This is an optimization exercise on Yosys and OpenROAD, whose aim is small area, a short achievable clock period and few clock cycles per item, not a production implementation.
Where RTL was checked, it was by simulation tests only, not by an equivalence proof against the original.

==> flow/design.v (excerpt) <==
module sha256 (Clk, Reset, Start, Chunk, Digest, DigestReady);
==> module csa32, before the edit <==
module csa32 (X, Y, Z, S, C);
    input  [31:0] X, Y, Z;
    output [31:0] S, C;
    wire [31:0] m = (X & Y) | (X & Z) | (Y & Z);
    assign S = X ^ Y ^ Z;
    assign C = {m[30:0], 1'b0};
endmodule
clock: 10.0 ns
lec_check: 0
abc_clock_period_in_ps: 3000
cap_margin: 20
core_margin: 2
core_utilization: 50
cts_cluster_diameter: 80
cts_cluster_size: 20
setup_slack_margin: 5
slew_margin: 20
standard.sh (not shown) runs the stock make flow with config.mk's settings and CLKGATE_MAP_FILE= SYNTH_SCRIPT=/design/flow/synth_recipe.tcl, a recipe that flattens the netlist after the stock synthesis.
==> flow/flow/run.sh <==
#!/bin/bash
# The standard layout (the standard.sh) with two changes:
#  - the port buffers inserted before placement are made from the smallest
#    buffer instead of the resizer's default pick;
#  - Yosys's synth skips its internal quick ABC pass (-noabc), so that the
#    full adders ORFS extracts from the carry-save logic keep the polarity
#    the RTL gives them instead of gaining inverters between them. ORFS's
#    own ABC mapping after adder extraction runs as usual.
set -euo pipefail
bash standard.sh "BUFFER_PORTS_ARGS=-buffer_cell sky130_fd_sc_hd__buf_1" "SYNTH_ARGS=-noabc" finish > standard_flow.log 2>&1
Testbench counts at the start, summed over its fixed seeds: cycles 16,640, hashes 256.
==> next run, changes <==
--- a/flow/design.v
+++ b/flow/design.v
@@ -67,13 +67,13 @@
     csa32 c3 (x2s, x2c, s0, x3s, x3c);
     assign AOut = x3s + x3c;
 endmodule
 module csa32 (X, Y, Z, S, C);
     input  [31:0] X, Y, Z;
     output [31:0] S, C;
-    wire [31:0] m = (X & Y) | (X & Z) | (Y & Z);
+    wire [31:0] m = (X & Y) | (Z & (X | Y));
     assign S = X ^ Y ^ Z;
     assign C = {m[30:0], 1'b0};
 endmodule
 module sha256 (Clk, Reset, Start, Chunk, Digest, DigestReady);
     input          Clk;
     input          Reset;
Effect:
- first-iteration DRC count is about the same
- wire length came out lower by 1.6%
- final area came out higher by 0.71%
- clock-buffer cell count came out lower by 3
- core utilization came out higher by 0.58 points
- non-clock buffer count came out higher by 47
- register-to-register slack is worse by 80 ps
- flip-flop and latch count is unchanged
- global-route usage came out lower by 0.51 points
- cell count came out higher by 0.41%
Testbench counts after the change, summed over its fixed seeds: cycles 16,640, hashes 256.


## job 6897
The RTL this note starts from:
==> flow/design.v <==
module k_constants (Addr, K);    
    input [5:0] Addr;
    output [31:0] K;
    reg [31:0] current_k;
    assign K = current_k;
    always @ (Addr) begin : addr_mux
        case(Addr)
          00: current_k = 32'h428a2f98;    01: current_k = 32'h71374491;
          02: current_k = 32'hb5c0fbcf;    03: current_k = 32'he9b5dba5;
          04: current_k = 32'h3956c25b;    05: current_k = 32'h59f111f1;
          06: current_k = 32'h923f82a4;    07: current_k = 32'hab1c5ed5;
          08: current_k = 32'hd807aa98;    09: current_k = 32'h12835b01;
          10: current_k = 32'h243185be;    11: current_k = 32'h550c7dc3;
          12: current_k = 32'h72be5d74;    13: current_k = 32'h80deb1fe;
          14: current_k = 32'h9bdc06a7;    15: current_k = 32'hc19bf174;
          16: current_k = 32'he49b69c1;    17: current_k = 32'hefbe4786;
          18: current_k = 32'h0fc19dc6;    19: current_k = 32'h240ca1cc;
          20: current_k = 32'h2de92c6f;    21: current_k = 32'h4a7484aa;
          22: current_k = 32'h5cb0a9dc;    23: current_k = 32'h76f988da;
          24: current_k = 32'h983e5152;    25: current_k = 32'ha831c66d;
          26: current_k = 32'hb00327c8;    27: current_k = 32'hbf597fc7;
          28: current_k = 32'hc6e00bf3;    29: current_k = 32'hd5a79147;
          30: current_k = 32'h06ca6351;    31: current_k = 32'h14292967;
          32: current_k = 32'h27b70a85;    33: current_k = 32'h2e1b2138;
          34: current_k = 32'h4d2c6dfc;    35: current_k = 32'h53380d13;
          36: current_k = 32'h650a7354;    37: current_k = 32'h766a0abb;
          38: current_k = 32'h81c2c92e;    39: current_k = 32'h92722c85;
          40: current_k = 32'ha2bfe8a1;    41: current_k = 32'ha81a664b;
          42: current_k = 32'hc24b8b70;    43: current_k = 32'hc76c51a3;
          44: current_k = 32'hd192e819;    45: current_k = 32'hd6990624;
          46: current_k = 32'hf40e3585;    47: current_k = 32'h106aa070;
          48: current_k = 32'h19a4c116;    49: current_k = 32'h1e376c08;
          50: current_k = 32'h2748774c;    51: current_k = 32'h34b0bcb5;
          52: current_k = 32'h391c0cb3;    53: current_k = 32'h4ed8aa4a;
          54: current_k = 32'h5b9cca4f;    55: current_k = 32'h682e6ff3;
          56: current_k = 32'h748f82ee;    57: current_k = 32'h78a5636f;
          58: current_k = 32'h84c87814;    59: current_k = 32'h8cc70208;
          60: current_k = 32'h90befffa;    61: current_k = 32'ha4506ceb;
          62: current_k = 32'hbef9a3f7;    63: current_k = 32'hc67178f2;
        endcase
    end
endmodule
module calc_w (W0, W1, W9, W14, WOut);
    input  [31:0] W0, W1, W9, W14;
    output [31:0] WOut;
    wire [31:0] s0 = {W1[6:0], W1[31:7]} ^ {W1[17:0], W1[31:18]} ^ (W1 >> 3);
    wire [31:0] s1 = {W14[16:0], W14[31:17]} ^ {W14[18:0], W14[31:19]} ^ (W14 >> 10);
    wire [31:0] x1s, x1c, x2s, x2c;
    csa32 c1 (W0, W9, s0, x1s, x1c);
    csa32 c2 (x1s, x1c, s1, x2s, x2c);
    assign WOut = x2s + x2c;
endmodule
module hash_algorithm (HKW, DHKW, A, B, C, E, F, G, AOut, EOut);
    input  [31:0] HKW, DHKW, A, B, C, E, F, G;
    output [31:0] AOut, EOut;
    wire [31:0] s1  = {E[5:0], E[31:6]} ^ {E[10:0], E[31:11]} ^ {E[24:0], E[31:25]};
    wire [31:0] ch  = (E & F) ^ (~E & G);
    wire [31:0] s0  = {A[1:0], A[31:2]} ^ {A[12:0], A[31:13]} ^ {A[21:0], A[31:22]};
    wire [31:0] maj = (A & B) | (C & (A | B));
    wire [31:0] es, ec;
    csa32 ce (DHKW, s1, ch, es, ec);
    assign EOut = es + ec;
    wire [31:0] x1s, x1c, x2s, x2c, x3s, x3c;
    csa32 c1 (HKW, ch, maj, x1s, x1c);
    csa32 c2 (x1s, x1c, s1, x2s, x2c);
    csa32 c3 (x2s, x2c, s0, x3s, x3c);
    assign AOut = x3s + x3c;
endmodule
module csa32 (X, Y, Z, S, C);
    input  [31:0] X, Y, Z;
    output [31:0] S, C;
    wire [31:0] m = (X & Y) | (Z & (X | Y));
    assign S = X ^ Y ^ Z;
    assign C = {m[30:0], 1'b0};
endmodule
module sha256 (Clk, Reset, Start, Chunk, Digest, DigestReady);
    input          Clk;
    input          Reset;
    input          Start;
    input  [511:0] Chunk;
    output [255:0] Digest;
    output reg     DigestReady;
    localparam [31:0] H0A = 32'h6a09e667, H0B = 32'hbb67ae85,
                      H0C = 32'h3c6ef372, H0D = 32'ha54ff53a,
                      H0E = 32'h510e527f, H0F = 32'h9b05688c,
                      H0G = 32'h1f83d9ab, H0H = 32'h5be0cd19;
    localparam [31:0] K0  = 32'h428a2f98, K1  = 32'h71374491,
                      K63 = 32'hc67178f2;
    reg         busy;                  
    reg  [5:0]  cnt;                   
    reg  [31:0] kreg;                  
    reg  [31:0] a, b, c, d, e, f, g, h;
    reg  [31:0] hkw, dhkw;             
    reg  [31:0] w [0:15];              
    wire [31:0] k, w_new, a_new, e_new;
    wire        last = busy && (cnt == 6'd1);     
    k_constants    kc (cnt, k);
    calc_w         cw (w[0], w[1], w[9], w[14], w_new);
    hash_algorithm ha (hkw, dhkw, a, b, c, e, f, g, a_new, e_new);
    wire [31:0] p1s, p1c, p2s, p2c, p3s, p3c;
    wire [31:0] dfix = (cnt == 6'd0) ? H0E - H0A : 32'd0;
    csa32 p1 (g, kreg, w[1], p1s, p1c);
    csa32 p2 (p1s, p1c, c, p2s, p2c);
    csa32 p3 (p2s, p2c, dfix, p3s, p3c);
    wire [31:0] w0 = Chunk[511:480];
    always @(posedge Clk, negedge Reset) begin
        if (!Reset) begin
            busy        <= 1'b0;
            cnt         <= 6'd2;
            DigestReady <= 1'b0;
        end else begin
            cnt <= busy ? cnt + 6'd1 : 6'd2;
            if (busy) begin
                if (last) begin
                    busy        <= 1'b0;
                    DigestReady <= 1'b1;
                end
            end else if (Start) begin
                busy        <= 1'b1;
                DigestReady <= 1'b0;
            end
        end
    end
    integer i;
    always @(posedge Clk) begin
        if (busy) begin
            kreg <= last ? K0 : (cnt == 6'd63) ? K63 + H0A : k;
            hkw  <= p1s + p1c;
            dhkw <= p3s + p3c;
            for (i = 0; i < 15; i = i + 1) w[i] <= w[i + 1];
            w[15] <= w_new;
            if (last) begin
                {b, c, d} <= {a + H0B, b + H0C, c + H0D};
                {f, g, h} <= {e + H0F, f + H0G, g + H0H};
            end else begin
                {b, c, d} <= {a, b, c};
                {f, g, h} <= {e, f, g};
            end
        end else begin
            kreg <= Start ? K1 : K0;
            hkw  <= w0 + (H0H + K0);
            dhkw <= w0 + (H0D + H0H + K0);
            for (i = 0; i < 16; i = i + 1) w[i] <= Chunk[511 - 32*i -: 32];
            if (Start) begin
                {b, c, d} <= {H0B, H0C, H0D};
                {f, g, h} <= {H0F, H0G, H0H};
            end
        end
    end
    wire [31:0] a_idle = (a & ~{32{Start}}) | (H0A & {32{Start}});
    wire [31:0] e_idle = (e & ~{32{Start}}) | (H0E & {32{Start}});
    always @(posedge Clk) begin
        a <= busy ? a_new : a_idle;
        e <= busy ? e_new : e_idle;
    end
    assign Digest = {a, b, c, d, e, f, g, h};
endmodule
clock: 10.0 ns
lec_check: 0
abc_clock_period_in_ps: 3000
cap_margin: 20
core_margin: 2
core_utilization: 45
cts_cluster_diameter: 80
cts_cluster_size: 20
setup_slack_margin: 5
slew_margin: 20
==> flow/flow/run.sh <==
#!/bin/bash
# The standard layout (the standard.sh), with the port buffers inserted
# before placement made from the smallest buffer instead of the resizer's
# default pick. Everything else is the standard ORFS flow.
set -euo pipefail
bash standard.sh "BUFFER_PORTS_ARGS=-buffer_cell sky130_fd_sc_hd__buf_1" finish > standard_flow.log 2>&1
The inputs of job 2973 differ from those of job 6897 as listed below.
--- a/flow/design.v
+++ b/flow/design.v
@@ -128,30 +128,24 @@
             hkw  <= p1s + p1c;
             dhkw <= p3s + p3c;
             for (i = 0; i < 15; i = i + 1) w[i] <= w[i + 1];
             w[15] <= w_new;
             if (last) begin
-                {b, c, d} <= {a + H0B, b + H0C, c + H0D};
-                {f, g, h} <= {e + H0F, f + H0G, g + H0H};
+                {a, b, c, d} <= {a_new, a + H0B, b + H0C, c + H0D};
+                {e, f, g, h} <= {e_new, e + H0F, f + H0G, g + H0H};
             end else begin
-                {b, c, d} <= {a, b, c};
-                {f, g, h} <= {e, f, g};
+                {a, b, c, d} <= {a_new, a, b, c};
+                {e, f, g, h} <= {e_new, e, f, g};
             end
         end else begin
             kreg <= Start ? K1 : K0;
             hkw  <= w0 + (H0H + K0);
             dhkw <= w0 + (H0D + H0H + K0);
             for (i = 0; i < 16; i = i + 1) w[i] <= Chunk[511 - 32*i -: 32];
             if (Start) begin
-                {b, c, d} <= {H0B, H0C, H0D};
-                {f, g, h} <= {H0F, H0G, H0H};
+                {a, b, c, d} <= {H0A, H0B, H0C, H0D};
+                {e, f, g, h} <= {H0E, H0F, H0G, H0H};
             end
         end
     end
-    wire [31:0] a_idle = (a & ~{32{Start}}) | (H0A & {32{Start}});
-    wire [31:0] e_idle = (e & ~{32{Start}}) | (H0E & {32{Start}});
-    always @(posedge Clk) begin
-        a <= busy ? a_new : a_idle;
-        e <= busy ? e_new : e_idle;
-    end
     assign Digest = {a, b, c, d, e, f, g, h};
 endmodule
--- outcome ---
- Both conditions hold for job 2973: the flow ran to the end and the final layout passed the timing, DRC and antenna checks.
- Against job 6897 as the reference, job 2973 delivers a higher met2 global-route usage.
- Job 2973 vs. job 6897: met1 track demand over resource in global routing lower; multi-input logic portion of the cell area now sits lower; non-clock buffering overhead in the final layout roughly the same.
- Starting utilization of the core area across job 2973 and job 6897: no real change.
- Side by side, number of inserted filler cells in the final layout turned out lower in job 2973 than in job 6897.
- On number of buffers other than clock buffers in the final layout, job 6897 tracks job 2973 almost exactly.
Testbench counts of job 2973, summed over its fixed seeds: cycles 16,640, hashes 256.
The RTL of job 6897 was laid out without a check of its function.

static timing again, ports no longer ideal:
Ports are ideal in the flow. The routed layouts listed here were re-timed in OpenROAD.
Step 1: set_driving_cell puts a clkbuf_16 on Clk and a buf_2 on each other input, an assumption about the parent block.
Step 2 adds t to the input delays and takes it off the output delays; t is the mean of the earliest and latest rising clock arrival at the registers after step 1. Input paths then give back, and output paths get back, about the clock's delay inside the block.
Three values: ideal, step 1, step 2; two values: the first two.
| run | t, ns | setup slack, ns | latest minus earliest clock arrival (ns) | worst slew at a driven data input, ns | pins driven straight from the clock port |
|---|---|---|---|---|---|
| the first run of note 1 | 0.750 | 5.111 / 5.111 / 4.831 | 0.029 / 0.029 | 0.18 | 1 |
| the second run of note 1 | 0.754 | 5.028 / 5.028 / 5.028 | 0.042 / 0.042 | 0.17 | 1 |
| job 6897 | 0.795 | 5.039 / 5.039 / 4.999 | 0.068 / 0.068 | 0.19 | 1 |
| job 2973 | 0.766 | 5.081 / 5.081 / 5.072 | 0.059 / 0.059 | 0.16 | 1 |
After both steps every run listed still meets setup and hold. For the first run of note 1, which loses most, drivers alone change the setup slack by 0.000 ns; drivers and shift together by -0.280 ns.
